Source: an optimization exercise on an open RTL-to-GDS flow (aim: small area and a short achievable clock period). Production flows keep margins and buffers that such runs may drop. Only simulation tests tie the RTL to the original design; equivalence was not proved.

## design/flow/config.mk

```make
export PLATFORM = sky130hd
export DESIGN_NAME = mac
export DESIGN_NICKNAME = mac
export VERILOG_FILES = /design/flow/design.v
export SDC_FILE = /design/flow/constraint.sdc
export NUM_CORES = 4
export LEC_CHECK = 0
export ABC_AREA = 1
export CAP_MARGIN = 20
export CORE_MARGIN = 2
export CORE_UTILIZATION = 60
export CTS_BUF_LIST = sky130_fd_sc_hd__clkbuf_4 sky130_fd_sc_hd__clkbuf_8
export SETUP_SLACK_MARGIN = 5
export SLEW_MARGIN = 20
export SYNTH_HIERARCHICAL = 1
```

## design/flow/constraint.sdc

```tcl
create_clock -name core_clock -period 12.0 [get_ports {clk}]
set_input_delay 2.4000 -clock core_clock [delete_from_list [all_inputs] [get_ports {clk}]]
set_output_delay 2.4000 -clock core_clock [all_outputs]
set_load 0.01 [all_outputs]
```

## design/flow/design.v

```verilog
module fullreg #(  parameter N = 16 )(
    input [N-1:0] d,
    output reg [N-1:0] q,
    input clk,
    input en,
    input clr,  
    input rst   
    );
always @(posedge clk,posedge rst) begin
    if(rst)
        q=0;
    else    
    if(en==1)begin
        if(clr)
            q=0;
        else
            q=d;
    end
end
endmodule
`timescale 1ns / 1ps
module adder
   #(parameter integer N=16)
   (
    input  [N-1:0] x1,
    input  [N-1:0] x2,
    output  [N-1:0] y
    );
    assign y=$unsigned(x1)+$unsigned(x2);
endmodule
module fa_cell(input a, input b, input c, output s, output co);
  assign s = a ^ b ^ c;
  assign co = (a & b) | (a & c) | (b & c);
endmodule
module ha_cell(input a, input b, output s, output co);
  assign s = a ^ b;
  assign co = a & b;
endmodule
`timescale 1ns / 1ps
module mult
   #(parameter integer N=9)
   (
    input  [N-1:0] x1,
    input  [N-1:0] x2,
    output  [2*N-1:0] y
    );
    assign y=$signed(x1)*$signed(x2);
endmodule
module mac(
    input [15:0] x1,
    input [15:0] x2,
    input clk,
    input rst,
    input en,
    output [39:0] y
    );
reg [39:0] S;
reg [31:0] C;
wire s1;
wire c2;
wire s3;
wire c4;
wire s5;
wire c6;
wire s7;
wire c8;
wire s9;
wire c10;
wire s11;
wire c12;
wire s13;
wire c14;
wire s15;
wire c16;
wire s17;
wire c18;
wire s19;
wire c20;
wire s21;
wire c22;
wire s23;
wire c24;
wire s25;
wire c26;
wire s27;
wire c28;
wire s29;
wire c30;
wire s31;
wire c32;
wire s33;
wire c34;
wire s35;
wire c36;
wire s37;
wire c38;
wire s39;
wire c40;
wire s41;
wire c42;
wire s43;
wire c44;
wire s45;
wire c46;
wire s47;
wire c48;
wire s49;
wire c50;
wire s51;
wire c52;
wire s53;
wire c54;
wire s55;
wire c56;
wire s57;
wire c58;
wire s59;
wire c60;
wire s61;
wire c62;
wire s63;
wire c64;
wire s65;
wire c66;
wire s67;
wire c68;
wire s69;
wire c70;
wire s71;
wire c72;
wire s73;
wire c74;
wire s75;
wire c76;
wire s77;
wire c78;
wire s79;
wire c80;
wire s81;
wire c82;
wire s83;
wire c84;
wire s85;
wire c86;
wire s87;
wire c88;
wire s89;
wire c90;
wire s91;
wire c92;
wire s93;
wire c94;
wire s95;
wire c96;
wire s97;
wire c98;
wire s99;
wire c100;
wire s101;
wire c102;
wire s103;
wire c104;
wire s105;
wire c106;
wire s107;
wire c108;
wire s109;
wire c110;
wire s111;
wire c112;
wire s113;
wire c114;
wire s115;
wire c116;
wire s117;
wire c118;
wire s119;
wire c120;
wire s121;
wire c122;
wire s123;
wire c124;
wire s125;
wire c126;
wire s127;
wire c128;
wire s129;
wire c130;
wire s131;
wire c132;
wire s133;
wire c134;
wire s135;
wire c136;
wire s137;
wire c138;
wire s139;
wire c140;
wire s141;
wire c142;
wire s143;
wire c144;
wire s145;
wire c146;
wire s147;
wire c148;
wire s149;
wire c150;
wire s151;
wire c152;
wire s153;
wire c154;
wire s155;
wire c156;
wire s157;
wire c158;
wire s159;
wire c160;
wire s161;
wire c162;
wire s163;
wire c164;
wire s165;
wire c166;
wire s167;
wire c168;
wire s169;
wire c170;
wire s171;
wire c172;
wire s173;
wire c174;
wire s175;
wire c176;
wire s177;
wire c178;
wire s179;
wire c180;
wire s181;
wire c182;
wire s183;
wire c184;
wire s185;
wire c186;
wire s187;
wire c188;
wire s189;
wire c190;
wire s191;
wire c192;
wire s193;
wire c194;
wire s195;
wire c196;
wire s197;
wire c198;
wire s199;
wire c200;
wire s201;
wire c202;
wire s203;
wire c204;
wire s205;
wire c206;
wire s207;
wire c208;
wire s209;
wire c210;
wire s211;
wire c212;
wire s213;
wire c214;
wire s215;
wire c216;
wire s217;
wire c218;
wire s219;
wire c220;
wire s221;
wire c222;
wire s223;
wire c224;
wire s225;
wire c226;
wire s227;
wire c228;
wire s229;
wire c230;
wire s231;
wire c232;
wire s233;
wire c234;
wire s235;
wire c236;
wire s237;
wire c238;
wire s239;
wire c240;
wire s241;
wire c242;
wire s243;
wire c244;
wire s245;
wire c246;
wire s247;
wire c248;
wire s249;
wire c250;
wire s251;
wire c252;
wire s253;
wire c254;
wire s255;
wire c256;
wire s257;
wire c258;
wire s259;
wire c260;
wire s261;
wire c262;
wire s263;
wire c264;
wire s265;
wire c266;
wire s267;
wire c268;
wire s269;
wire c270;
wire s271;
wire c272;
wire s273;
wire c274;
wire s275;
wire c276;
wire s277;
wire c278;
wire s279;
wire c280;
wire s281;
wire c282;
wire s283;
wire c284;
wire s285;
wire c286;
wire s287;
wire c288;
wire s289;
wire c290;
wire s291;
wire c292;
wire s293;
wire c294;
wire s295;
wire c296;
wire one0 = en & (x2[0] ^ 1'b0);
wire two0 = en & ((x2[1] & ~x2[0] & ~1'b0) | (~x2[1] & x2[0] & 1'b0));
wire neg0 = en & x2[1] & ~(x2[0] & 1'b0);
wire pp0_0 = (one0 & (x1[0] ^ neg0)) | (two0 & (1'b0 ^ neg0));
wire pp0_1 = (one0 & (x1[1] ^ neg0)) | (two0 & (x1[0] ^ neg0));
wire pp0_2 = (one0 & (x1[2] ^ neg0)) | (two0 & (x1[1] ^ neg0));
wire pp0_3 = (one0 & (x1[3] ^ neg0)) | (two0 & (x1[2] ^ neg0));
wire pp0_4 = (one0 & (x1[4] ^ neg0)) | (two0 & (x1[3] ^ neg0));
wire pp0_5 = (one0 & (x1[5] ^ neg0)) | (two0 & (x1[4] ^ neg0));
wire pp0_6 = (one0 & (x1[6] ^ neg0)) | (two0 & (x1[5] ^ neg0));
wire pp0_7 = (one0 & (x1[7] ^ neg0)) | (two0 & (x1[6] ^ neg0));
wire pp0_8 = (one0 & (x1[8] ^ neg0)) | (two0 & (x1[7] ^ neg0));
wire pp0_9 = (one0 & (x1[9] ^ neg0)) | (two0 & (x1[8] ^ neg0));
wire pp0_10 = (one0 & (x1[10] ^ neg0)) | (two0 & (x1[9] ^ neg0));
wire pp0_11 = (one0 & (x1[11] ^ neg0)) | (two0 & (x1[10] ^ neg0));
wire pp0_12 = (one0 & (x1[12] ^ neg0)) | (two0 & (x1[11] ^ neg0));
wire pp0_13 = (one0 & (x1[13] ^ neg0)) | (two0 & (x1[12] ^ neg0));
wire pp0_14 = (one0 & (x1[14] ^ neg0)) | (two0 & (x1[13] ^ neg0));
wire pp0_15 = (one0 & (x1[15] ^ neg0)) | (two0 & (x1[14] ^ neg0));
wire pp0_16 = ~((one0 & (x1[15] ^ neg0)) | (two0 & (x1[15] ^ neg0)));
wire one1 = en & (x2[2] ^ x2[1]);
wire two1 = en & ((x2[3] & ~x2[2] & ~x2[1]) | (~x2[3] & x2[2] & x2[1]));
wire neg1 = en & x2[3] & ~(x2[2] & x2[1]);
wire pp1_0 = (one1 & (x1[0] ^ neg1)) | (two1 & (1'b0 ^ neg1));
wire pp1_1 = (one1 & (x1[1] ^ neg1)) | (two1 & (x1[0] ^ neg1));
wire pp1_2 = (one1 & (x1[2] ^ neg1)) | (two1 & (x1[1] ^ neg1));
wire pp1_3 = (one1 & (x1[3] ^ neg1)) | (two1 & (x1[2] ^ neg1));
wire pp1_4 = (one1 & (x1[4] ^ neg1)) | (two1 & (x1[3] ^ neg1));
wire pp1_5 = (one1 & (x1[5] ^ neg1)) | (two1 & (x1[4] ^ neg1));
wire pp1_6 = (one1 & (x1[6] ^ neg1)) | (two1 & (x1[5] ^ neg1));
wire pp1_7 = (one1 & (x1[7] ^ neg1)) | (two1 & (x1[6] ^ neg1));
wire pp1_8 = (one1 & (x1[8] ^ neg1)) | (two1 & (x1[7] ^ neg1));
wire pp1_9 = (one1 & (x1[9] ^ neg1)) | (two1 & (x1[8] ^ neg1));
wire pp1_10 = (one1 & (x1[10] ^ neg1)) | (two1 & (x1[9] ^ neg1));
wire pp1_11 = (one1 & (x1[11] ^ neg1)) | (two1 & (x1[10] ^ neg1));
wire pp1_12 = (one1 & (x1[12] ^ neg1)) | (two1 & (x1[11] ^ neg1));
wire pp1_13 = (one1 & (x1[13] ^ neg1)) | (two1 & (x1[12] ^ neg1));
wire pp1_14 = (one1 & (x1[14] ^ neg1)) | (two1 & (x1[13] ^ neg1));
wire pp1_15 = (one1 & (x1[15] ^ neg1)) | (two1 & (x1[14] ^ neg1));
wire pp1_16 = ~((one1 & (x1[15] ^ neg1)) | (two1 & (x1[15] ^ neg1)));
wire one2 = en & (x2[4] ^ x2[3]);
wire two2 = en & ((x2[5] & ~x2[4] & ~x2[3]) | (~x2[5] & x2[4] & x2[3]));
wire neg2 = en & x2[5] & ~(x2[4] & x2[3]);
wire pp2_0 = (one2 & (x1[0] ^ neg2)) | (two2 & (1'b0 ^ neg2));
wire pp2_1 = (one2 & (x1[1] ^ neg2)) | (two2 & (x1[0] ^ neg2));
wire pp2_2 = (one2 & (x1[2] ^ neg2)) | (two2 & (x1[1] ^ neg2));
wire pp2_3 = (one2 & (x1[3] ^ neg2)) | (two2 & (x1[2] ^ neg2));
wire pp2_4 = (one2 & (x1[4] ^ neg2)) | (two2 & (x1[3] ^ neg2));
wire pp2_5 = (one2 & (x1[5] ^ neg2)) | (two2 & (x1[4] ^ neg2));
wire pp2_6 = (one2 & (x1[6] ^ neg2)) | (two2 & (x1[5] ^ neg2));
wire pp2_7 = (one2 & (x1[7] ^ neg2)) | (two2 & (x1[6] ^ neg2));
wire pp2_8 = (one2 & (x1[8] ^ neg2)) | (two2 & (x1[7] ^ neg2));
wire pp2_9 = (one2 & (x1[9] ^ neg2)) | (two2 & (x1[8] ^ neg2));
wire pp2_10 = (one2 & (x1[10] ^ neg2)) | (two2 & (x1[9] ^ neg2));
wire pp2_11 = (one2 & (x1[11] ^ neg2)) | (two2 & (x1[10] ^ neg2));
wire pp2_12 = (one2 & (x1[12] ^ neg2)) | (two2 & (x1[11] ^ neg2));
wire pp2_13 = (one2 & (x1[13] ^ neg2)) | (two2 & (x1[12] ^ neg2));
wire pp2_14 = (one2 & (x1[14] ^ neg2)) | (two2 & (x1[13] ^ neg2));
wire pp2_15 = (one2 & (x1[15] ^ neg2)) | (two2 & (x1[14] ^ neg2));
wire pp2_16 = ~((one2 & (x1[15] ^ neg2)) | (two2 & (x1[15] ^ neg2)));
wire one3 = en & (x2[6] ^ x2[5]);
wire two3 = en & ((x2[7] & ~x2[6] & ~x2[5]) | (~x2[7] & x2[6] & x2[5]));
wire neg3 = en & x2[7] & ~(x2[6] & x2[5]);
wire pp3_0 = (one3 & (x1[0] ^ neg3)) | (two3 & (1'b0 ^ neg3));
wire pp3_1 = (one3 & (x1[1] ^ neg3)) | (two3 & (x1[0] ^ neg3));
wire pp3_2 = (one3 & (x1[2] ^ neg3)) | (two3 & (x1[1] ^ neg3));
wire pp3_3 = (one3 & (x1[3] ^ neg3)) | (two3 & (x1[2] ^ neg3));
wire pp3_4 = (one3 & (x1[4] ^ neg3)) | (two3 & (x1[3] ^ neg3));
wire pp3_5 = (one3 & (x1[5] ^ neg3)) | (two3 & (x1[4] ^ neg3));
wire pp3_6 = (one3 & (x1[6] ^ neg3)) | (two3 & (x1[5] ^ neg3));
wire pp3_7 = (one3 & (x1[7] ^ neg3)) | (two3 & (x1[6] ^ neg3));
wire pp3_8 = (one3 & (x1[8] ^ neg3)) | (two3 & (x1[7] ^ neg3));
wire pp3_9 = (one3 & (x1[9] ^ neg3)) | (two3 & (x1[8] ^ neg3));
wire pp3_10 = (one3 & (x1[10] ^ neg3)) | (two3 & (x1[9] ^ neg3));
wire pp3_11 = (one3 & (x1[11] ^ neg3)) | (two3 & (x1[10] ^ neg3));
wire pp3_12 = (one3 & (x1[12] ^ neg3)) | (two3 & (x1[11] ^ neg3));
wire pp3_13 = (one3 & (x1[13] ^ neg3)) | (two3 & (x1[12] ^ neg3));
wire pp3_14 = (one3 & (x1[14] ^ neg3)) | (two3 & (x1[13] ^ neg3));
wire pp3_15 = (one3 & (x1[15] ^ neg3)) | (two3 & (x1[14] ^ neg3));
wire pp3_16 = ~((one3 & (x1[15] ^ neg3)) | (two3 & (x1[15] ^ neg3)));
wire one4 = en & (x2[8] ^ x2[7]);
wire two4 = en & ((x2[9] & ~x2[8] & ~x2[7]) | (~x2[9] & x2[8] & x2[7]));
wire neg4 = en & x2[9] & ~(x2[8] & x2[7]);
wire pp4_0 = (one4 & (x1[0] ^ neg4)) | (two4 & (1'b0 ^ neg4));
wire pp4_1 = (one4 & (x1[1] ^ neg4)) | (two4 & (x1[0] ^ neg4));
wire pp4_2 = (one4 & (x1[2] ^ neg4)) | (two4 & (x1[1] ^ neg4));
wire pp4_3 = (one4 & (x1[3] ^ neg4)) | (two4 & (x1[2] ^ neg4));
wire pp4_4 = (one4 & (x1[4] ^ neg4)) | (two4 & (x1[3] ^ neg4));
wire pp4_5 = (one4 & (x1[5] ^ neg4)) | (two4 & (x1[4] ^ neg4));
wire pp4_6 = (one4 & (x1[6] ^ neg4)) | (two4 & (x1[5] ^ neg4));
wire pp4_7 = (one4 & (x1[7] ^ neg4)) | (two4 & (x1[6] ^ neg4));
wire pp4_8 = (one4 & (x1[8] ^ neg4)) | (two4 & (x1[7] ^ neg4));
wire pp4_9 = (one4 & (x1[9] ^ neg4)) | (two4 & (x1[8] ^ neg4));
wire pp4_10 = (one4 & (x1[10] ^ neg4)) | (two4 & (x1[9] ^ neg4));
wire pp4_11 = (one4 & (x1[11] ^ neg4)) | (two4 & (x1[10] ^ neg4));
wire pp4_12 = (one4 & (x1[12] ^ neg4)) | (two4 & (x1[11] ^ neg4));
wire pp4_13 = (one4 & (x1[13] ^ neg4)) | (two4 & (x1[12] ^ neg4));
wire pp4_14 = (one4 & (x1[14] ^ neg4)) | (two4 & (x1[13] ^ neg4));
wire pp4_15 = (one4 & (x1[15] ^ neg4)) | (two4 & (x1[14] ^ neg4));
wire pp4_16 = ~((one4 & (x1[15] ^ neg4)) | (two4 & (x1[15] ^ neg4)));
wire one5 = en & (x2[10] ^ x2[9]);
wire two5 = en & ((x2[11] & ~x2[10] & ~x2[9]) | (~x2[11] & x2[10] & x2[9]));
wire neg5 = en & x2[11] & ~(x2[10] & x2[9]);
wire pp5_0 = (one5 & (x1[0] ^ neg5)) | (two5 & (1'b0 ^ neg5));
wire pp5_1 = (one5 & (x1[1] ^ neg5)) | (two5 & (x1[0] ^ neg5));
wire pp5_2 = (one5 & (x1[2] ^ neg5)) | (two5 & (x1[1] ^ neg5));
wire pp5_3 = (one5 & (x1[3] ^ neg5)) | (two5 & (x1[2] ^ neg5));
wire pp5_4 = (one5 & (x1[4] ^ neg5)) | (two5 & (x1[3] ^ neg5));
wire pp5_5 = (one5 & (x1[5] ^ neg5)) | (two5 & (x1[4] ^ neg5));
wire pp5_6 = (one5 & (x1[6] ^ neg5)) | (two5 & (x1[5] ^ neg5));
wire pp5_7 = (one5 & (x1[7] ^ neg5)) | (two5 & (x1[6] ^ neg5));
wire pp5_8 = (one5 & (x1[8] ^ neg5)) | (two5 & (x1[7] ^ neg5));
wire pp5_9 = (one5 & (x1[9] ^ neg5)) | (two5 & (x1[8] ^ neg5));
wire pp5_10 = (one5 & (x1[10] ^ neg5)) | (two5 & (x1[9] ^ neg5));
wire pp5_11 = (one5 & (x1[11] ^ neg5)) | (two5 & (x1[10] ^ neg5));
wire pp5_12 = (one5 & (x1[12] ^ neg5)) | (two5 & (x1[11] ^ neg5));
wire pp5_13 = (one5 & (x1[13] ^ neg5)) | (two5 & (x1[12] ^ neg5));
wire pp5_14 = (one5 & (x1[14] ^ neg5)) | (two5 & (x1[13] ^ neg5));
wire pp5_15 = (one5 & (x1[15] ^ neg5)) | (two5 & (x1[14] ^ neg5));
wire pp5_16 = ~((one5 & (x1[15] ^ neg5)) | (two5 & (x1[15] ^ neg5)));
wire one6 = en & (x2[12] ^ x2[11]);
wire two6 = en & ((x2[13] & ~x2[12] & ~x2[11]) | (~x2[13] & x2[12] & x2[11]));
wire neg6 = en & x2[13] & ~(x2[12] & x2[11]);
wire pp6_0 = (one6 & (x1[0] ^ neg6)) | (two6 & (1'b0 ^ neg6));
wire pp6_1 = (one6 & (x1[1] ^ neg6)) | (two6 & (x1[0] ^ neg6));
wire pp6_2 = (one6 & (x1[2] ^ neg6)) | (two6 & (x1[1] ^ neg6));
wire pp6_3 = (one6 & (x1[3] ^ neg6)) | (two6 & (x1[2] ^ neg6));
wire pp6_4 = (one6 & (x1[4] ^ neg6)) | (two6 & (x1[3] ^ neg6));
wire pp6_5 = (one6 & (x1[5] ^ neg6)) | (two6 & (x1[4] ^ neg6));
wire pp6_6 = (one6 & (x1[6] ^ neg6)) | (two6 & (x1[5] ^ neg6));
wire pp6_7 = (one6 & (x1[7] ^ neg6)) | (two6 & (x1[6] ^ neg6));
wire pp6_8 = (one6 & (x1[8] ^ neg6)) | (two6 & (x1[7] ^ neg6));
wire pp6_9 = (one6 & (x1[9] ^ neg6)) | (two6 & (x1[8] ^ neg6));
wire pp6_10 = (one6 & (x1[10] ^ neg6)) | (two6 & (x1[9] ^ neg6));
wire pp6_11 = (one6 & (x1[11] ^ neg6)) | (two6 & (x1[10] ^ neg6));
wire pp6_12 = (one6 & (x1[12] ^ neg6)) | (two6 & (x1[11] ^ neg6));
wire pp6_13 = (one6 & (x1[13] ^ neg6)) | (two6 & (x1[12] ^ neg6));
wire pp6_14 = (one6 & (x1[14] ^ neg6)) | (two6 & (x1[13] ^ neg6));
wire pp6_15 = (one6 & (x1[15] ^ neg6)) | (two6 & (x1[14] ^ neg6));
wire pp6_16 = ~((one6 & (x1[15] ^ neg6)) | (two6 & (x1[15] ^ neg6)));
wire one7 = en & (x2[14] ^ x2[13]);
wire two7 = en & ((x2[15] & ~x2[14] & ~x2[13]) | (~x2[15] & x2[14] & x2[13]));
wire neg7 = en & x2[15] & ~(x2[14] & x2[13]);
wire pp7_0 = (one7 & (x1[0] ^ neg7)) | (two7 & (1'b0 ^ neg7));
wire pp7_1 = (one7 & (x1[1] ^ neg7)) | (two7 & (x1[0] ^ neg7));
wire pp7_2 = (one7 & (x1[2] ^ neg7)) | (two7 & (x1[1] ^ neg7));
wire pp7_3 = (one7 & (x1[3] ^ neg7)) | (two7 & (x1[2] ^ neg7));
wire pp7_4 = (one7 & (x1[4] ^ neg7)) | (two7 & (x1[3] ^ neg7));
wire pp7_5 = (one7 & (x1[5] ^ neg7)) | (two7 & (x1[4] ^ neg7));
wire pp7_6 = (one7 & (x1[6] ^ neg7)) | (two7 & (x1[5] ^ neg7));
wire pp7_7 = (one7 & (x1[7] ^ neg7)) | (two7 & (x1[6] ^ neg7));
wire pp7_8 = (one7 & (x1[8] ^ neg7)) | (two7 & (x1[7] ^ neg7));
wire pp7_9 = (one7 & (x1[9] ^ neg7)) | (two7 & (x1[8] ^ neg7));
wire pp7_10 = (one7 & (x1[10] ^ neg7)) | (two7 & (x1[9] ^ neg7));
wire pp7_11 = (one7 & (x1[11] ^ neg7)) | (two7 & (x1[10] ^ neg7));
wire pp7_12 = (one7 & (x1[12] ^ neg7)) | (two7 & (x1[11] ^ neg7));
wire pp7_13 = (one7 & (x1[13] ^ neg7)) | (two7 & (x1[12] ^ neg7));
wire pp7_14 = (one7 & (x1[14] ^ neg7)) | (two7 & (x1[13] ^ neg7));
wire pp7_15 = (one7 & (x1[15] ^ neg7)) | (two7 & (x1[14] ^ neg7));
wire pp7_16 = ~((one7 & (x1[15] ^ neg7)) | (two7 & (x1[15] ^ neg7)));
wire s0n = ~pp0_16;
wire [4:0] yi = y[18:14];
wire [5:0] yinc = {1'b0, yi} + {5'b0, neg7};
ha_cell hs1 (.a(y[8]), .b(neg4), .s(s1), .co(c2));
ha_cell hs3 (.a(y[9]), .b(pp0_9), .s(s3), .co(c4));
fa_cell fs5 (.a(y[10]), .b(neg5), .c(pp0_10), .s(s5), .co(c6));
ha_cell hs7 (.a(pp1_8), .b(pp2_6), .s(s7), .co(c8));
fa_cell fs9 (.a(y[11]), .b(pp0_11), .c(pp1_9), .s(s9), .co(c10));
ha_cell hs11 (.a(pp2_7), .b(pp3_5), .s(s11), .co(c12));
fa_cell fs13 (.a(y[12]), .b(neg6), .c(pp0_12), .s(s13), .co(c14));
fa_cell fs15 (.a(pp1_10), .b(pp2_8), .c(pp3_6), .s(s15), .co(c16));
ha_cell hs17 (.a(pp4_4), .b(pp5_2), .s(s17), .co(c18));
fa_cell fs19 (.a(y[13]), .b(pp0_13), .c(pp1_11), .s(s19), .co(c20));
fa_cell fs21 (.a(pp2_9), .b(pp3_7), .c(pp4_5), .s(s21), .co(c22));
ha_cell hs23 (.a(pp5_3), .b(pp6_1), .s(s23), .co(c24));
fa_cell fs25 (.a(yinc[0]), .b(pp0_14), .c(pp1_12), .s(s25), .co(c26));
fa_cell fs27 (.a(pp2_10), .b(pp3_8), .c(pp4_6), .s(s27), .co(c28));
fa_cell fs29 (.a(pp5_4), .b(pp6_2), .c(pp7_0), .s(s29), .co(c30));
fa_cell fs31 (.a(yinc[1]), .b(pp0_15), .c(pp1_13), .s(s31), .co(c32));
fa_cell fs33 (.a(pp2_11), .b(pp3_9), .c(pp4_7), .s(s33), .co(c34));
fa_cell fs35 (.a(pp5_5), .b(pp6_3), .c(pp7_1), .s(s35), .co(c36));
fa_cell fs37 (.a(yinc[2]), .b(pp1_14), .c(pp2_12), .s(s37), .co(c38));
fa_cell fs39 (.a(pp3_10), .b(pp4_8), .c(pp5_6), .s(s39), .co(c40));
fa_cell fs41 (.a(pp6_4), .b(pp7_2), .c(s0n), .s(s41), .co(c42));
fa_cell fs43 (.a(yinc[3]), .b(pp1_15), .c(pp2_13), .s(s43), .co(c44));
fa_cell fs45 (.a(pp3_11), .b(pp4_9), .c(pp5_7), .s(s45), .co(c46));
fa_cell fs47 (.a(pp6_5), .b(pp7_3), .c(s0n), .s(s47), .co(c48));
fa_cell fs49 (.a(yinc[4]), .b(pp1_16), .c(pp2_14), .s(s49), .co(c50));
fa_cell fs51 (.a(pp3_12), .b(pp4_10), .c(pp5_8), .s(s51), .co(c52));
fa_cell fs53 (.a(pp6_6), .b(pp7_4), .c(pp0_16), .s(s53), .co(c54));
assign s55 = ~(y[19] ^ yinc[5]);
assign c56 = y[19] | yinc[5];
fa_cell fs57 (.a(pp2_15), .b(pp3_13), .c(pp4_11), .s(s57), .co(c58));
fa_cell fs59 (.a(pp5_9), .b(pp6_7), .c(pp7_5), .s(s59), .co(c60));
fa_cell fs61 (.a(y[20]), .b(pp2_16), .c(pp3_14), .s(s61), .co(c62));
fa_cell fs63 (.a(pp4_12), .b(pp5_10), .c(pp6_8), .s(s63), .co(c64));
assign s65 = ~(y[21] ^ pp3_15);
assign c66 = y[21] | pp3_15;
ha_cell hs67 (.a(pp4_13), .b(pp5_11), .s(s67), .co(c68));
fa_cell fs69 (.a(y[22]), .b(pp3_16), .c(pp4_14), .s(s69), .co(c70));
assign s71 = ~y[23];
assign c72 = y[23];
ha_cell hs73 (.a(y[4]), .b(neg2), .s(s73), .co(c74));
ha_cell hs75 (.a(y[5]), .b(pp0_5), .s(s75), .co(c76));
fa_cell fs77 (.a(y[6]), .b(neg3), .c(pp0_6), .s(s77), .co(c78));
ha_cell hs79 (.a(pp1_4), .b(pp2_2), .s(s79), .co(c80));
fa_cell fs81 (.a(y[7]), .b(pp0_7), .c(pp1_5), .s(s81), .co(c82));
ha_cell hs83 (.a(pp2_3), .b(pp3_1), .s(s83), .co(c84));
fa_cell fs85 (.a(s1), .b(pp0_8), .c(pp1_6), .s(s85), .co(c86));
fa_cell fs87 (.a(pp2_4), .b(pp3_2), .c(pp4_0), .s(s87), .co(c88));
fa_cell fs89 (.a(c2), .b(pp1_7), .c(pp2_5), .s(s89), .co(c90));
fa_cell fs91 (.a(pp3_3), .b(pp4_1), .c(s3), .s(s91), .co(c92));
fa_cell fs93 (.a(pp3_4), .b(pp4_2), .c(pp5_0), .s(s93), .co(c94));
fa_cell fs95 (.a(c4), .b(s7), .c(s5), .s(s95), .co(c96));
fa_cell fs97 (.a(pp4_3), .b(pp5_1), .c(c8), .s(s97), .co(c98));
fa_cell fs99 (.a(s11), .b(c6), .c(s9), .s(s99), .co(c100));
fa_cell fs101 (.a(pp6_0), .b(c12), .c(s17), .s(s101), .co(c102));
fa_cell fs103 (.a(c10), .b(s13), .c(s15), .s(s103), .co(c104));
fa_cell fs105 (.a(c18), .b(s23), .c(c14), .s(s105), .co(c106));
fa_cell fs107 (.a(c16), .b(s19), .c(s21), .s(s107), .co(c108));
fa_cell fs109 (.a(c24), .b(c20), .c(c22), .s(s109), .co(c110));
fa_cell fs111 (.a(s25), .b(s27), .c(s29), .s(s111), .co(c112));
fa_cell fs113 (.a(c26), .b(c28), .c(c30), .s(s113), .co(c114));
fa_cell fs115 (.a(s31), .b(s33), .c(s35), .s(s115), .co(c116));
fa_cell fs117 (.a(c32), .b(c34), .c(c36), .s(s117), .co(c118));
fa_cell fs119 (.a(s37), .b(s39), .c(s41), .s(s119), .co(c120));
fa_cell fs121 (.a(c38), .b(c40), .c(c42), .s(s121), .co(c122));
fa_cell fs123 (.a(s43), .b(s45), .c(s47), .s(s123), .co(c124));
fa_cell fs125 (.a(c44), .b(c46), .c(c48), .s(s125), .co(c126));
fa_cell fs127 (.a(s49), .b(s51), .c(s53), .s(s127), .co(c128));
fa_cell fs129 (.a(s55), .b(c50), .c(c52), .s(s129), .co(c130));
fa_cell fs131 (.a(c54), .b(s57), .c(s59), .s(s131), .co(c132));
fa_cell fs133 (.a(pp7_6), .b(c56), .c(c58), .s(s133), .co(c134));
fa_cell fs135 (.a(c60), .b(s61), .c(s63), .s(s135), .co(c136));
fa_cell fs137 (.a(pp6_9), .b(pp7_7), .c(s67), .s(s137), .co(c138));
fa_cell fs139 (.a(c62), .b(c64), .c(s65), .s(s139), .co(c140));
fa_cell fs141 (.a(pp5_12), .b(pp6_10), .c(pp7_8), .s(s141), .co(c142));
fa_cell fs143 (.a(c68), .b(c66), .c(s69), .s(s143), .co(c144));
fa_cell fs145 (.a(s71), .b(pp4_15), .c(pp5_13), .s(s145), .co(c146));
fa_cell fs147 (.a(pp6_11), .b(pp7_9), .c(c70), .s(s147), .co(c148));
fa_cell fs149 (.a(y[24]), .b(c72), .c(pp4_16), .s(s149), .co(c150));
fa_cell fs151 (.a(pp5_14), .b(pp6_12), .c(pp7_10), .s(s151), .co(c152));
assign s153 = ~(y[25] ^ pp5_15);
assign c154 = y[25] | pp5_15;
ha_cell hs155 (.a(pp6_13), .b(pp7_11), .s(s155), .co(c156));
fa_cell fs157 (.a(y[26]), .b(pp5_16), .c(pp6_14), .s(s157), .co(c158));
assign s159 = ~y[27];
assign c160 = y[27];
ha_cell hs161 (.a(y[2]), .b(neg1), .s(s161), .co(c162));
ha_cell hs163 (.a(y[3]), .b(pp0_3), .s(s163), .co(c164));
fa_cell fs165 (.a(s73), .b(pp0_4), .c(pp1_2), .s(s165), .co(c166));
fa_cell fs167 (.a(c74), .b(pp1_3), .c(pp2_1), .s(s167), .co(c168));
fa_cell fs169 (.a(pp3_0), .b(c76), .c(s79), .s(s169), .co(c170));
fa_cell fs171 (.a(c80), .b(s83), .c(c78), .s(s171), .co(c172));
fa_cell fs173 (.a(c84), .b(c82), .c(s85), .s(s173), .co(c174));
fa_cell fs175 (.a(c86), .b(c88), .c(s89), .s(s175), .co(c176));
fa_cell fs177 (.a(c90), .b(s93), .c(c92), .s(s177), .co(c178));
fa_cell fs179 (.a(c94), .b(s97), .c(c96), .s(s179), .co(c180));
fa_cell fs181 (.a(c98), .b(s101), .c(c100), .s(s181), .co(c182));
fa_cell fs183 (.a(c102), .b(c104), .c(s105), .s(s183), .co(c184));
fa_cell fs185 (.a(c106), .b(c108), .c(s109), .s(s185), .co(c186));
fa_cell fs187 (.a(c110), .b(c112), .c(s113), .s(s187), .co(c188));
fa_cell fs189 (.a(c114), .b(c116), .c(s117), .s(s189), .co(c190));
fa_cell fs191 (.a(c118), .b(c120), .c(s121), .s(s191), .co(c192));
fa_cell fs193 (.a(c122), .b(c124), .c(s125), .s(s193), .co(c194));
fa_cell fs195 (.a(c126), .b(c128), .c(s129), .s(s195), .co(c196));
fa_cell fs197 (.a(c130), .b(c132), .c(s133), .s(s197), .co(c198));
fa_cell fs199 (.a(s137), .b(c134), .c(c136), .s(s199), .co(c200));
fa_cell fs201 (.a(s141), .b(c138), .c(c140), .s(s201), .co(c202));
fa_cell fs203 (.a(c142), .b(s145), .c(c144), .s(s203), .co(c204));
fa_cell fs205 (.a(c146), .b(s149), .c(s151), .s(s205), .co(c206));
fa_cell fs207 (.a(s155), .b(c150), .c(c152), .s(s207), .co(c208));
fa_cell fs209 (.a(pp7_12), .b(c156), .c(c154), .s(s209), .co(c210));
fa_cell fs211 (.a(s159), .b(pp6_15), .c(pp7_13), .s(s211), .co(c212));
fa_cell fs213 (.a(y[28]), .b(c160), .c(pp6_16), .s(s213), .co(c214));
assign s215 = ~y[29];
assign c216 = y[29];
ha_cell hs217 (.a(y[0]), .b(neg0), .s(s217), .co(c218));
ha_cell hs219 (.a(y[1]), .b(pp0_1), .s(s219), .co(c220));
fa_cell fs221 (.a(s161), .b(pp0_2), .c(pp1_0), .s(s221), .co(c222));
fa_cell fs223 (.a(c162), .b(pp1_1), .c(s163), .s(s223), .co(c224));
fa_cell fs225 (.a(pp2_0), .b(c164), .c(s165), .s(s225), .co(c226));
fa_cell fs227 (.a(s75), .b(c166), .c(s167), .s(s227), .co(c228));
fa_cell fs229 (.a(c168), .b(s77), .c(s169), .s(s229), .co(c230));
fa_cell fs231 (.a(s81), .b(c170), .c(s171), .s(s231), .co(c232));
fa_cell fs233 (.a(s87), .b(c172), .c(s173), .s(s233), .co(c234));
fa_cell fs235 (.a(s91), .b(c174), .c(s175), .s(s235), .co(c236));
fa_cell fs237 (.a(c176), .b(s95), .c(s177), .s(s237), .co(c238));
fa_cell fs239 (.a(s99), .b(c178), .c(s179), .s(s239), .co(c240));
fa_cell fs241 (.a(s103), .b(c180), .c(s181), .s(s241), .co(c242));
fa_cell fs243 (.a(s107), .b(c182), .c(s183), .s(s243), .co(c244));
fa_cell fs245 (.a(s111), .b(c184), .c(s185), .s(s245), .co(c246));
fa_cell fs247 (.a(s115), .b(c186), .c(s187), .s(s247), .co(c248));
fa_cell fs249 (.a(s119), .b(c188), .c(s189), .s(s249), .co(c250));
fa_cell fs251 (.a(s123), .b(c190), .c(s191), .s(s251), .co(c252));
fa_cell fs253 (.a(s127), .b(c192), .c(s193), .s(s253), .co(c254));
fa_cell fs255 (.a(s131), .b(c194), .c(s195), .s(s255), .co(c256));
fa_cell fs257 (.a(s135), .b(c196), .c(s197), .s(s257), .co(c258));
fa_cell fs259 (.a(s139), .b(c198), .c(s199), .s(s259), .co(c260));
fa_cell fs261 (.a(s143), .b(c200), .c(s201), .s(s261), .co(c262));
fa_cell fs263 (.a(s147), .b(c202), .c(s203), .s(s263), .co(c264));
fa_cell fs265 (.a(c148), .b(s205), .c(c204), .s(s265), .co(c266));
fa_cell fs267 (.a(s153), .b(c206), .c(s207), .s(s267), .co(c268));
fa_cell fs269 (.a(s157), .b(c208), .c(s209), .s(s269), .co(c270));
fa_cell fs271 (.a(c158), .b(s211), .c(c210), .s(s271), .co(c272));
fa_cell fs273 (.a(pp7_14), .b(c212), .c(s213), .s(s273), .co(c274));
fa_cell fs275 (.a(s215), .b(pp7_15), .c(c214), .s(s275), .co(c276));
fa_cell fs277 (.a(y[30]), .b(c216), .c(pp7_16), .s(s277), .co(c278));
assign s279 = ~y[31];
assign c280 = y[31];
assign s281 = ~y[32];
assign c282 = y[32];
assign s283 = ~y[33];
assign c284 = y[33];
assign s285 = ~y[34];
assign c286 = y[34];
assign s287 = ~y[35];
assign c288 = y[35];
assign s289 = ~y[36];
assign c290 = y[36];
assign s291 = ~y[37];
assign c292 = y[37];
assign s293 = ~y[38];
assign c294 = y[38];
assign s295 = ~y[39];
assign c296 = y[39];
wire [7:0] hs = {c294, c292, c290, c288, c286, c284, c282, c280} + {s295, s293, s291, s289, s287, s285, s283, s281};
wire [39:0] Sn = {hs[7], hs[6], hs[5], hs[4], hs[3], hs[2], hs[1], hs[0], c278, c276, c274, c272, c270, c268, c266, c264, c262, c260, c258, c256, c254, c252, c250, c248, c246, c244, c242, c240, c238, c236, c234, c232, c230, c228, c226, c224, c222, c220, c218, pp0_0};
wire [31:0] Cn = {s279, s277, s275, s273, s271, s269, s267, s265, s263, s261, s259, s257, s255, s253, s251, s249, s247, s245, s243, s241, s239, s237, s235, s233, s231, s229, s227, s225, s223, s221, s219, s217};
always @(posedge clk or posedge rst)
  if (rst) begin
    S <= 40'd0;
    C <= 32'd0;
  end else begin
    S <= Sn;
    C <= Cn;
  end
wire [39:0] ya = S[39:0], yb = {8'd0, C};
wire [39:0] p0, g0;
ha_cell pg0 (.a(ya[0]), .b(yb[0]), .s(p0[0]), .co(g0[0]));
ha_cell pg1 (.a(ya[1]), .b(yb[1]), .s(p0[1]), .co(g0[1]));
ha_cell pg2 (.a(ya[2]), .b(yb[2]), .s(p0[2]), .co(g0[2]));
ha_cell pg3 (.a(ya[3]), .b(yb[3]), .s(p0[3]), .co(g0[3]));
ha_cell pg4 (.a(ya[4]), .b(yb[4]), .s(p0[4]), .co(g0[4]));
ha_cell pg5 (.a(ya[5]), .b(yb[5]), .s(p0[5]), .co(g0[5]));
ha_cell pg6 (.a(ya[6]), .b(yb[6]), .s(p0[6]), .co(g0[6]));
ha_cell pg7 (.a(ya[7]), .b(yb[7]), .s(p0[7]), .co(g0[7]));
ha_cell pg8 (.a(ya[8]), .b(yb[8]), .s(p0[8]), .co(g0[8]));
ha_cell pg9 (.a(ya[9]), .b(yb[9]), .s(p0[9]), .co(g0[9]));
ha_cell pg10 (.a(ya[10]), .b(yb[10]), .s(p0[10]), .co(g0[10]));
ha_cell pg11 (.a(ya[11]), .b(yb[11]), .s(p0[11]), .co(g0[11]));
ha_cell pg12 (.a(ya[12]), .b(yb[12]), .s(p0[12]), .co(g0[12]));
ha_cell pg13 (.a(ya[13]), .b(yb[13]), .s(p0[13]), .co(g0[13]));
ha_cell pg14 (.a(ya[14]), .b(yb[14]), .s(p0[14]), .co(g0[14]));
ha_cell pg15 (.a(ya[15]), .b(yb[15]), .s(p0[15]), .co(g0[15]));
ha_cell pg16 (.a(ya[16]), .b(yb[16]), .s(p0[16]), .co(g0[16]));
ha_cell pg17 (.a(ya[17]), .b(yb[17]), .s(p0[17]), .co(g0[17]));
ha_cell pg18 (.a(ya[18]), .b(yb[18]), .s(p0[18]), .co(g0[18]));
ha_cell pg19 (.a(ya[19]), .b(yb[19]), .s(p0[19]), .co(g0[19]));
ha_cell pg20 (.a(ya[20]), .b(yb[20]), .s(p0[20]), .co(g0[20]));
ha_cell pg21 (.a(ya[21]), .b(yb[21]), .s(p0[21]), .co(g0[21]));
ha_cell pg22 (.a(ya[22]), .b(yb[22]), .s(p0[22]), .co(g0[22]));
ha_cell pg23 (.a(ya[23]), .b(yb[23]), .s(p0[23]), .co(g0[23]));
ha_cell pg24 (.a(ya[24]), .b(yb[24]), .s(p0[24]), .co(g0[24]));
ha_cell pg25 (.a(ya[25]), .b(yb[25]), .s(p0[25]), .co(g0[25]));
ha_cell pg26 (.a(ya[26]), .b(yb[26]), .s(p0[26]), .co(g0[26]));
ha_cell pg27 (.a(ya[27]), .b(yb[27]), .s(p0[27]), .co(g0[27]));
ha_cell pg28 (.a(ya[28]), .b(yb[28]), .s(p0[28]), .co(g0[28]));
ha_cell pg29 (.a(ya[29]), .b(yb[29]), .s(p0[29]), .co(g0[29]));
ha_cell pg30 (.a(ya[30]), .b(yb[30]), .s(p0[30]), .co(g0[30]));
ha_cell pg31 (.a(ya[31]), .b(yb[31]), .s(p0[31]), .co(g0[31]));
assign p0[32] = ya[32];
assign g0[32] = 1'b0;
assign p0[33] = ya[33];
assign g0[33] = 1'b0;
assign p0[34] = ya[34];
assign g0[34] = 1'b0;
assign p0[35] = ya[35];
assign g0[35] = 1'b0;
assign p0[36] = ya[36];
assign g0[36] = 1'b0;
assign p0[37] = ya[37];
assign g0[37] = 1'b0;
assign p0[38] = ya[38];
assign g0[38] = 1'b0;
assign p0[39] = ya[39];
assign g0[39] = 1'b0;
wire bg0_1 = g0[1] | (p0[1] & g0[0]);
wire bp0_1 = p0[1] & p0[0];
wire bg0_3 = g0[3] | (p0[3] & g0[2]);
wire bp0_3 = p0[3] & p0[2];
wire bg0_5 = g0[5] | (p0[5] & g0[4]);
wire bp0_5 = p0[5] & p0[4];
wire bg0_7 = g0[7] | (p0[7] & g0[6]);
wire bp0_7 = p0[7] & p0[6];
wire bg0_9 = g0[9] | (p0[9] & g0[8]);
wire bp0_9 = p0[9] & p0[8];
wire bg0_11 = g0[11] | (p0[11] & g0[10]);
wire bp0_11 = p0[11] & p0[10];
wire bg0_13 = g0[13] | (p0[13] & g0[12]);
wire bp0_13 = p0[13] & p0[12];
wire bg0_15 = g0[15] | (p0[15] & g0[14]);
wire bp0_15 = p0[15] & p0[14];
wire bg0_17 = g0[17] | (p0[17] & g0[16]);
wire bp0_17 = p0[17] & p0[16];
wire bg0_19 = g0[19] | (p0[19] & g0[18]);
wire bp0_19 = p0[19] & p0[18];
wire bg0_21 = g0[21] | (p0[21] & g0[20]);
wire bp0_21 = p0[21] & p0[20];
wire bg0_23 = g0[23] | (p0[23] & g0[22]);
wire bp0_23 = p0[23] & p0[22];
wire bg0_25 = g0[25] | (p0[25] & g0[24]);
wire bp0_25 = p0[25] & p0[24];
wire bg0_27 = g0[27] | (p0[27] & g0[26]);
wire bp0_27 = p0[27] & p0[26];
wire bg0_29 = g0[29] | (p0[29] & g0[28]);
wire bp0_29 = p0[29] & p0[28];
wire bg0_31 = g0[31] | (p0[31] & g0[30]);
wire bp0_31 = p0[31] & p0[30];
wire bg0_33 = g0[33] | (p0[33] & g0[32]);
wire bp0_33 = p0[33] & p0[32];
wire bg0_35 = g0[35] | (p0[35] & g0[34]);
wire bp0_35 = p0[35] & p0[34];
wire bg0_37 = g0[37] | (p0[37] & g0[36]);
wire bp0_37 = p0[37] & p0[36];
wire bg0_39 = g0[39] | (p0[39] & g0[38]);
wire bp0_39 = p0[39] & p0[38];
wire bg1_3 = bg0_3 | (bp0_3 & bg0_1);
wire bp1_3 = bp0_3 & bp0_1;
wire bg1_7 = bg0_7 | (bp0_7 & bg0_5);
wire bp1_7 = bp0_7 & bp0_5;
wire bg1_11 = bg0_11 | (bp0_11 & bg0_9);
wire bp1_11 = bp0_11 & bp0_9;
wire bg1_15 = bg0_15 | (bp0_15 & bg0_13);
wire bp1_15 = bp0_15 & bp0_13;
wire bg1_19 = bg0_19 | (bp0_19 & bg0_17);
wire bp1_19 = bp0_19 & bp0_17;
wire bg1_23 = bg0_23 | (bp0_23 & bg0_21);
wire bp1_23 = bp0_23 & bp0_21;
wire bg1_27 = bg0_27 | (bp0_27 & bg0_25);
wire bp1_27 = bp0_27 & bp0_25;
wire bg1_31 = bg0_31 | (bp0_31 & bg0_29);
wire bp1_31 = bp0_31 & bp0_29;
wire bg1_35 = bg0_35 | (bp0_35 & bg0_33);
wire bp1_35 = bp0_35 & bp0_33;
wire bg1_39 = bg0_39 | (bp0_39 & bg0_37);
wire bp1_39 = bp0_39 & bp0_37;
wire bg2_7 = bg1_7 | (bp1_7 & bg1_3);
wire bp2_7 = bp1_7 & bp1_3;
wire bg2_15 = bg1_15 | (bp1_15 & bg1_11);
wire bp2_15 = bp1_15 & bp1_11;
wire bg2_23 = bg1_23 | (bp1_23 & bg1_19);
wire bp2_23 = bp1_23 & bp1_19;
wire bg2_31 = bg1_31 | (bp1_31 & bg1_27);
wire bp2_31 = bp1_31 & bp1_27;
wire bg2_39 = bg1_39 | (bp1_39 & bg1_35);
wire bp2_39 = bp1_39 & bp1_35;
wire bg3_15 = bg2_15 | (bp2_15 & bg2_7);
wire bp3_15 = bp2_15 & bp2_7;
wire bg3_31 = bg2_31 | (bp2_31 & bg2_23);
wire bp3_31 = bp2_31 & bp2_23;
wire bg4_31 = bg3_31 | (bp3_31 & bg3_15);
wire bp4_31 = bp3_31 & bp3_15;
wire bg8_23 = bg2_23 | (bp2_23 & bg3_15);
wire bp8_23 = bp2_23 & bp3_15;
wire bg8_39 = bg2_39 | (bp2_39 & bg4_31);
wire bp8_39 = bp2_39 & bp4_31;
wire bg9_11 = bg1_11 | (bp1_11 & bg2_7);
wire bp9_11 = bp1_11 & bp2_7;
wire bg9_19 = bg1_19 | (bp1_19 & bg3_15);
wire bp9_19 = bp1_19 & bp3_15;
wire bg9_27 = bg1_27 | (bp1_27 & bg8_23);
wire bp9_27 = bp1_27 & bp8_23;
wire bg9_35 = bg1_35 | (bp1_35 & bg4_31);
wire bp9_35 = bp1_35 & bp4_31;
wire bg10_5 = bg0_5 | (bp0_5 & bg1_3);
wire bp10_5 = bp0_5 & bp1_3;
wire bg10_9 = bg0_9 | (bp0_9 & bg2_7);
wire bp10_9 = bp0_9 & bp2_7;
wire bg10_13 = bg0_13 | (bp0_13 & bg9_11);
wire bp10_13 = bp0_13 & bp9_11;
wire bg10_17 = bg0_17 | (bp0_17 & bg3_15);
wire bp10_17 = bp0_17 & bp3_15;
wire bg10_21 = bg0_21 | (bp0_21 & bg9_19);
wire bp10_21 = bp0_21 & bp9_19;
wire bg10_25 = bg0_25 | (bp0_25 & bg8_23);
wire bp10_25 = bp0_25 & bp8_23;
wire bg10_29 = bg0_29 | (bp0_29 & bg9_27);
wire bp10_29 = bp0_29 & bp9_27;
wire bg10_33 = bg0_33 | (bp0_33 & bg4_31);
wire bp10_33 = bp0_33 & bp4_31;
wire bg10_37 = bg0_37 | (bp0_37 & bg9_35);
wire bp10_37 = bp0_37 & bp9_35;
wire bg11_2 = g0[2] | (p0[2] & bg0_1);
wire bp11_2 = p0[2] & bp0_1;
wire bg11_4 = g0[4] | (p0[4] & bg1_3);
wire bp11_4 = p0[4] & bp1_3;
wire bg11_6 = g0[6] | (p0[6] & bg10_5);
wire bp11_6 = p0[6] & bp10_5;
wire bg11_8 = g0[8] | (p0[8] & bg2_7);
wire bp11_8 = p0[8] & bp2_7;
wire bg11_10 = g0[10] | (p0[10] & bg10_9);
wire bp11_10 = p0[10] & bp10_9;
wire bg11_12 = g0[12] | (p0[12] & bg9_11);
wire bp11_12 = p0[12] & bp9_11;
wire bg11_14 = g0[14] | (p0[14] & bg10_13);
wire bp11_14 = p0[14] & bp10_13;
wire bg11_16 = g0[16] | (p0[16] & bg3_15);
wire bp11_16 = p0[16] & bp3_15;
wire bg11_18 = g0[18] | (p0[18] & bg10_17);
wire bp11_18 = p0[18] & bp10_17;
wire bg11_20 = g0[20] | (p0[20] & bg9_19);
wire bp11_20 = p0[20] & bp9_19;
wire bg11_22 = g0[22] | (p0[22] & bg10_21);
wire bp11_22 = p0[22] & bp10_21;
wire bg11_24 = g0[24] | (p0[24] & bg8_23);
wire bp11_24 = p0[24] & bp8_23;
wire bg11_26 = g0[26] | (p0[26] & bg10_25);
wire bp11_26 = p0[26] & bp10_25;
wire bg11_28 = g0[28] | (p0[28] & bg9_27);
wire bp11_28 = p0[28] & bp9_27;
wire bg11_30 = g0[30] | (p0[30] & bg10_29);
wire bp11_30 = p0[30] & bp10_29;
wire bg11_32 = g0[32] | (p0[32] & bg4_31);
wire bp11_32 = p0[32] & bp4_31;
wire bg11_34 = g0[34] | (p0[34] & bg10_33);
wire bp11_34 = p0[34] & bp10_33;
wire bg11_36 = g0[36] | (p0[36] & bg9_35);
wire bp11_36 = p0[36] & bp9_35;
wire bg11_38 = g0[38] | (p0[38] & bg10_37);
wire bp11_38 = p0[38] & bp10_37;
wire [39:0] cy = {bg11_38, bg10_37, bg11_36, bg9_35, bg11_34, bg10_33, bg11_32, bg4_31, bg11_30, bg10_29, bg11_28, bg9_27, bg11_26, bg10_25, bg11_24, bg8_23, bg11_22, bg10_21, bg11_20, bg9_19, bg11_18, bg10_17, bg11_16, bg3_15, bg11_14, bg10_13, bg11_12, bg9_11, bg11_10, bg10_9, bg11_8, bg2_7, bg11_6, bg10_5, bg11_4, bg1_3, bg11_2, bg0_1, g0[0], 1'b0};
assign y[39:0] = p0 ^ cy;
endmodule
```

## design/flow/flow/run.sh

```bash
#!/bin/bash
# The standard layout (standard.sh: ORFS synthesis to final layout) with a
# few extra ORFS settings; the clock, constraints and synthesis script are
# unchanged. Settings come from flow/params.sh:
#   MARGIN      setup slack that repair_timing aims for (ns)
#   PORTBUF     cell used to buffer every input and output port
#   EXTRA       further ORFS make variables
set -u
. flow/params.sh
bash standard.sh SETUP_SLACK_MARGIN=$MARGIN "BUFFER_PORTS_ARGS=-buffer_cell $PORTBUF" $EXTRA finish > standard.log 2>&1
```

## design/flow/flow/params.sh

```bash
MARGIN=6.5
PORTBUF=sky130_fd_sc_hd__buf_1
EXTRA="ABC_LOAD_IN_FF=2"
```

## design/flow/standard.sh

```bash
#!/bin/bash
# synth_recipe.tcl (not shown) runs the flow's synth.tcl, then flattens the netlist and writes it again
# the make line also repeats each setting of config.mk as NAME=value (left out here)
make -C /OpenROAD-flow-scripts/flow DESIGN_CONFIG=/design/flow/config.mk WORK_HOME=/design/flow/orfs CLKGATE_MAP_FILE= SYNTH_SCRIPT=/design/flow/synth_recipe.tcl "${@:-finish}"
```

==> results of run 1 <==
## cells in the final DEF, fill, tap and decap left out, drive strengths merged
cell type and n:
fa 118, nand2 86, clkinv 1, o22ai 110
buf 96, xnor2 120, nor3 9, a21oi 29
dfrtp 72, a31o 4, ha 87, a21o 4
o21a 1, xor2 36, or2 2, o21ai 25
bufinv 2, or3 1, o211ai 2, nand3 23
nand4 4, nor2 26, clkbuf 15, inv 67
## Yosys stat by module (local to each module, per instance)
module   cell area [sq um]  flops+latches  cells inside  times used
fa_cell               20.0              0             1         117
ha_cell               12.5              0             1          48
mac                   6000             72           724           1
## layout make-up
type | instances | share of cell area, %
inverters | 67 | 2.61
well taps | 184 | 2.37
clock inverters | 3 | 0.669
clock buffers | 13 | 1.65
flip-flops and latches | 72 | 18.5
multi-input cells | 687 | 69.2
repair buffers | 98 | 4.97
## sequential cells by signal, summed over array words and instances (netlist names)
name	flops
S	40
C	32
## kinds of logic (layout without fill, tap and decap cells)
logic type                 count (synthesis)  in the layout  synth area share, %
AOI/OAI and AO/OA                        175            175                 11.7
xor gates and xnor gates                 156            156                 15.3
adders and majority gates                205            205                 38.6
buffers and inverters                    130            181                 7.11
DFF                                       72             72                 20.1
and+or+nand+nor                          151            151                 7.18
## worst max-delay path, stage by stage
cell     delay, ps
buf_4          210
inv_4          130
nor3_4         250
buf_12         170
ha_4           130
ha_2           180
nand3_1        150
xnor2_2        190
fa_2           350
fa_2           550
fa_1           430
fa_1           440
## how the worst max path moves through the flow
| stage | from | slack [ps] | to | cells after the start |
|---|---|---|---|---|
| after global routing | en | 6440 | C[16]$_DFF_PP0_ | 9 |
| after floorplan | en | 6520 | C[17]$_DFF_PP0_ | 12 |
| final | en | 6620 | C[19]$_DFF_PP0_ | 12 |
| after global placement | en | 5620 | C[20]$_DFF_PP0_ | 9 |
| after detailed placement | en | 5470 | C[20]$_DFF_PP0_ | 9 |
| after CTS | S[1]$_DFF_PP0_ | 6510 | y[31] | 20 |
## per-layer routing
| metal | global-route usage (%) | up-vias | part of all wire, % |
|---|---|---|---|
| met5 | 0 | - | 0 |
| li1 | - | 3078 | - |
| met4 | 5.88 | 0 | 1.4 |
| met2 | 45.1 | 225 | 46 |
| met3 | 5.23 | 23 | 6.6 |
| met1 | 43.1 | 3408 | 46 |
## metrics by stage
| step | std cells | utilization, % |
|---|---|---|
| 2_1_floorplan | 889 | - |
| 3_3_place_gp | 1092 | 63.2 |
| 3_5_place_dp | 1092 | 63.2 |
| 4_1_cts | 1111 | 65.3 |
| 5_1_grt | 1124 | 66.9 |
| 6_report | 1124 | 66.9 |
## what timing repair did
action / 4_1_cts / 5_1_grt
setup buffers: 3 / 13
resized for setup: 21 / 32
pin swaps: 4 / 6
setup endpoints to repair: 40 / 24
gates cloned: 0 / 0
==> results.sh, run 1 <==
export IMPL_status="finished clean"
export IMPL_r2r_start="S[1]$_DFF_PP0_"
export IMPL_grt_usage_pct=29.0
export IMPL_cts_htree_levels=3
export IMPL_post_place_ws_ps=5470
export IMPL_ys_ff_latch=72
export IMPL_die_width_um=126
export IMPL_setup_violations=0
export IMPL_final_area_sq_um=9720
export IMPL_hold_buffers=0
export IMPL_start_kind="input pin"
export IMPL_yosys_warnings=7
export IMPL_synth_area_per_cell_sq_um=10.1
export IMPL_drc=0
export IMPL_cts_max_path_buffers=2
export IMPL_routed_via_density=5.99
export IMPL_drive_gt1_share_pct=10.5
export IMPL_yosysMostFrequentCell="xnor2_1"
export IMPL_synth_area_leaders="fa_1, dfrtp_1, ha_1"
export IMPL_worst_hold_path_endpoint="C[0]$_DFF_PP0_"
export IMPL_gp_congestion=0.874
export IMPL_hold_depth=2
export IMPL_r2r_end="C[19]$_DFF_PP0_"
export IMPL_cts_buffers=9
export IMPL_ff2ff_path_depth=21
export IMPL_syn_nets=1129
export IMPL_synth_seq_area_share_pct=20.1
export IMPL_cts_tree="yes"
export IMPL_hold_class="flop to flop"
export IMPL_cts_sinks=72
export IMPL_grt_pass1_vias=6952
export IMPL_multi_input_area_sq_um=6730
export IMPL_worstSetupPathType="input pin to flop"
export IMPL_core_sq_um=14500
export IMPL_ioPinCount=75
export IMPL_grt_pass1_wl_um=35600
export IMPL_place_area_sq_um=9180
export IMPL_post_dp_hpwl_um=17700
export IMPL_grt_max_degree=73
export IMPL_nets=1175
export IMPL_num_rows=44
export IMPL_dieArea_sq_um=15900
export IMPL_worst_slew_pin_slew_ps=945
export IMPL_area_growth_pct=8.73
export IMPL_netlist_instances=889
export IMPL_fin_crit_ps=5380
export IMPL_r2r_slack_ps=7090
export IMPL_syn_area_sq_um=8940
export IMPL_synthFlopType="dfrtp_1"
export IMPL_path_clk_slew_ps=70
export IMPL_min_from="C[0]$_DFF_PP0_"
export IMPL_fmax_mhz=186
export IMPL_antenna_cells=0
export IMPL_final_hold_viol_count=0
export IMPL_regArea_sq_um=1800
export IMPL_drtIter0Drc=472
export IMPL_synth_top_cell_by_area="fa_1"
export IMPL_hold_slack_ps=634
export IMPL_min_period_over_period_pct=44.8
export IMPL_synth_common_cells="xnor2_1, fa_1, o22ai_1, ha_1, nand2_1"
export IMPL_port_buffers=74
export IMPL_initial_utilization_pct=61.5
export IMPL_wl_um=22000
export IMPL_end_kind="flop"
export IMPL_antenna_found_initial=0
export IMPL_ant_nets=0
export IMPL_drt_pass1_iter_count=4
export IMPL_wire_per_inst_um=19.6
export IMPL_tns_ps=0
export IMPL_ys_async_sr_fraction_pct=100
export IMPL_fill_cells=1172
export IMPL_crit_fanout=15
export IMPL_slew_violations=0
export IMPL_vias=6734
export IMPL_slew_headroom_pct=37.0
export IMPL_drv_cap=0
export IMPL_clock_skew_ps=13.8
export IMPL_rsz0062_at_grt="yes"
export IMPL_worstPathRequired_ps=12240
export IMPL_yosysTopAreaCellShare_pct=26.4
export IMPL_synth_edf_count=0
export IMPL_critPathArrivalTime_ps=5620
export IMPL_synth_distinct_cells=29
export IMPL_die_y_um=126
export IMPL_cts_root_buf="clkbuf_8"
export IMPL_clkLatencyLatePin_ps=380
export IMPL_overflow=0
export IMPL_worst_slack_ps=6620
==> run 2, diff against run 1 <==
--- a/design/flow/design.v
+++ b/design/flow/design.v
@@ -515,5 +515,6 @@
 wire s0n = ~pp0_16;
 wire [4:0] yi = y[18:14];
-wire [5:0] yinc = {1'b0, yi} + {5'b0, neg7};
+wire [5:0] yp1 = {1'b0, yi} + 6'd1;
+wire [5:0] yinc = neg7 ? yp1 : {1'b0, yi};
 ha_cell hs1 (.a(y[8]), .b(neg4), .s(s1), .co(c2));
 ha_cell hs3 (.a(y[9]), .b(pp0_9), .s(s3), .co(c4));
==> run 2 against run 1 <==
Still clean. Clock skew about the same. First-iteration DRC count down 5.3%. Final cell count about the same. Worst setup slack worse by 30 ps. Non-clock buffer count down 1. Synthesized area about the same. Fmax down 0.55%. Clock-buffer cell count down 2. Register-to-register slack worse by 80 ps. Critical path type unchanged. Critical endpoint is now C[16]$_DFF_PP0_. Largest cell class unchanged.
==> results.sh, run 2 <==
export IMPL_status="finished clean"
export IMPL_path_clk_slew_ps=80
export IMPL_drt_pass1_iter_count=5
export IMPL_initial_utilization_pct=61.6
export IMPL_wl_um=22500
export IMPL_largest_reg_flops=40
export IMPL_yosys_warnings=7
export IMPL_netlist_instances=891
export IMPL_worst_slack_ps=6590
export IMPL_ff2ff_path_depth=21
export IMPL_final_hold_viol_count=0
export IMPL_cts_max_path_buffers=2
export IMPL_min_period_over_period_pct=45.1
export IMPL_antenna_cells=0
export IMPL_clkLatencyLatePin_ps=390
export IMPL_post_place_ws_ps=5320
export IMPL_rsz0062_at_grt="yes"
export IMPL_fill_cells=1194
export IMPL_cp_slowest_cell="fa_1"
export IMPL_ys_ff_latch=72
export IMPL_worstPathRequired_ps=12250
export IMPL_cts_htree_levels=3
export IMPL_wire_per_inst_um=20.0
export IMPL_cts_tree="yes"
export IMPL_dieArea_sq_um=15900
export IMPL_ioPinCount=75
export IMPL_core_sq_um=14500
export IMPL_crit_buf_inv=3
export IMPL_syn_area_sq_um=8950
export IMPL_path_depth=9
export IMPL_top_register="S"
export IMPL_yosysMostFrequentCell="xnor2_1"
export IMPL_die_y_um=126
export IMPL_fin_crit_ps=5410
export IMPL_layout_common_cells="xnor2_1, fa_1, o22ai_1"
export IMPL_die_width_um=126
export IMPL_grt_max_degree=73
export IMPL_hold_class="flop to flop"
export IMPL_yosysTopAreaCellShare_pct=26.4
export IMPL_synth_area_leaders="fa_1, dfrtp_1, ha_1"
export IMPL_end_kind="flop"
export IMPL_cts_sinks=72
export IMPL_grt_pass1_vias=7013
export IMPL_ant_nets=0
export IMPL_synth_top_cell_by_area="fa_1"
export IMPL_hold_buffers=0
export IMPL_setup_violations=0
export IMPL_ys_async_sr_fraction_pct=100
export IMPL_synth_edf_count=0
export IMPL_fmax_mhz=185
export IMPL_synth_seq_area_share_pct=20.1
export IMPL_synthFlopType="dfrtp_1"
export IMPL_post_dp_hpwl_um=17500
export IMPL_drtIter0Drc=447
export IMPL_overflow=0
export IMPL_nets=1175
export IMPL_hold_depth=2
export IMPL_start_kind="input pin"
export IMPL_drv_cap=0
export IMPL_slowest_delay_ps=550
export IMPL_vias=6719
export IMPL_utilization_pct=66.5
export IMPL_reg_top3="S (40), C (32)"
export IMPL_slew_headroom_pct=37.2
export IMPL_drive_gt1_share_pct=9.46
export IMPL_num_rows=44
export IMPL_synth_distinct_cells=30
export IMPL_port_buffers=74
export IMPL_worst_slew_pin_slew_ps=941
export IMPL_crit_family="adder cells"
export IMPL_gp_congestion=0.909
export IMPL_slew_violations=0
export IMPL_area_growth_pct=7.90
export IMPL_cp_cell_sequence="buf_4, inv_4, nor3_1, inv_1, o22ai_1, fa_1, fa_1, fa_1, fa_1"
export IMPL_grt_pass1_wl_um=36600
export IMPL_grt_usage_pct=29.7
export IMPL_cts_buffers=9
export IMPL_antenna_found_initial=0
export IMPL_worstSetupPathType="input pin to flop"
export IMPL_routed_via_density=5.97
export IMPL_drc=0
export IMPL_crit_fanout=15
export IMPL_critPathArrivalTime_ps=5660
export IMPL_path_common_cell="fa_1"
export IMPL_synth_common_cells="xnor2_1, fa_1, o22ai_1, ha_1, nand2_1"
export IMPL_syn_nets=1130
export IMPL_cts_root_buf="clkbuf_8"
export IMPL_tns_ps=0
export IMPL_clock_skew_ps=13.4
export IMPL_synth_area_per_cell_sq_um=10.0
run 2: cell types whose count changed in the layout (fill, tap and decap cells not counted), moves of 3 or more:
| cell | change |
|---|---|
| xnor2_1 | +4 |
| nand2_2 | +4 |
| fa_2 | -3 |
| buf_4 | -6 |
| fa_1 | +3 |
| buf_6 | +3 |
| nand2_1 | -8 |
run 2: modules after synthesis (local to each module, per instance):
module / area, sq um / flops+latches / cells / copies in the design
mac: 6010 / 72 / 726 / 1
ha_cell: 12.5 / 0 / 1 / 48
fa_cell: 20.0 / 0 / 1 / 117
run 2: stage by stage:
stage                     hold WS, ps  cells  area [sq um]
after floorplan                   589    891          8950
after global placement            605   1093          9160
after detailed placement          626   1093          9160
after CTS                         647   1112          9430
after global routing              676   1125          9660
final                             654   1125          9660
run 2: routing by layer:
| metal | part of all wire [%] | global-route usage [%] | vias to the layer above |
|---|---|---|---|
| met2 | 46 | 46.5 | 269 |
| li1 | - | - | 3104 |
| met4 | 1.4 | 8.08 | 0 |
| met3 | 8.5 | 5.82 | 24 |
| met5 | 0 | 0 | - |
| met1 | 44 | 42.8 | 3322 |
run 2: worst register-to-register path: cells and delay by family (launching register included):
kind,cells,cell delay (ps)
AND/OR/NAND/NOR,7,870
flip-flops,1,370
buffers and inverters,2,140
AO/OA/AOI/OAI,2,300
adder cells (fa/ha/maj),8,2820
XOR/XNOR,2,370
run 2: logic make-up (layout without fill, tap and decap cells):
logic type	after synthesis	in the layout	synth area share, %
adder cells (fa/ha/maj)	204	204	38.4
AND/OR/NAND/NOR	149	149	7.18
AO/OA/AOI/OAI	177	177	11.8
XOR/XNOR	157	157	15.4
flip-flops	72	72	20.1
buffers and inverters	132	182	7.14
run 2: path summary, 6_finish.rpt:
path                                start               to  slack [ps]
setup / recovery                       en  C[16]$_DFF_PP0_        6590
hold reg to reg            C[0]$_DFF_PP0_   C[0]$_DFF_PP0_         650
min in group asynchronous             rst  S[35]$_DFF_PP0_        2270
hold / removal             C[0]$_DFF_PP0_   C[0]$_DFF_PP0_         650
setup reg to reg           S[1]$_DFF_PP0_  C[19]$_DFF_PP0_        7010
max in group asynchronous             rst   S[0]$_DFF_PP0_        9100
run 2: final cells by class:
class / instances / area, sq um / area share (%)
Timing Repair Buffer: 97 / 514 / 5.32
Clock inverter: 5 / 33.8 / 0.350
Tap cell: 184 / 230 / 2.38
Sequential cell: 72 / 1800 / 18.7
Inverter: 69 / 262 / 2.71
Clock buffer: 11 / 139 / 1.44
Multi-Input combinational cell: 687 / 6680 / 69.1
run 2: repair_timing:
| item | in CTS | in global routing |
|---|---|---|
| resized for setup | 22 | 32 |
| setup endpoints to repair | 44 | 29 |
| pin swaps | 1 | 6 |
| setup buffers | 3 | 12 |
| cloned | 0 | 1 |

port drivers added, routing unchanged:
No port has a modelled driver above. Below, the same layouts with a new extraction and two added sets of constraints.
Step 1 assumes that a clkbuf_16 drives the clock port and a buf_2 every other input.
Step 2, shift: input delay + t, output delay - t, t = (earliest + latest rising clock arrival at the registers) / 2. This alone moves slack from input paths to output paths.
a / b / c = ideal / step 1 / step 2; a / b = the first two.
| run | t, ns | slack for setup (ns) | worst setup path at the end | worst register clock-pin slew, ns | pins driven straight from the clock port |
|---|---|---|---|---|---|
| run 1 | 0.411 | 6.621 / 6.603 / 6.226 | input to register | 0.08 / 0.08 | 1 |
| run 2 | 0.418 | 6.592 / 6.574 / 6.182 | input to register | 0.09 / 0.09 | 1 |
After both steps every run listed still meets setup and hold. The setup slack of run 2, which loses most, moves by -0.018 ns with the drivers and by -0.410 ns with both steps.
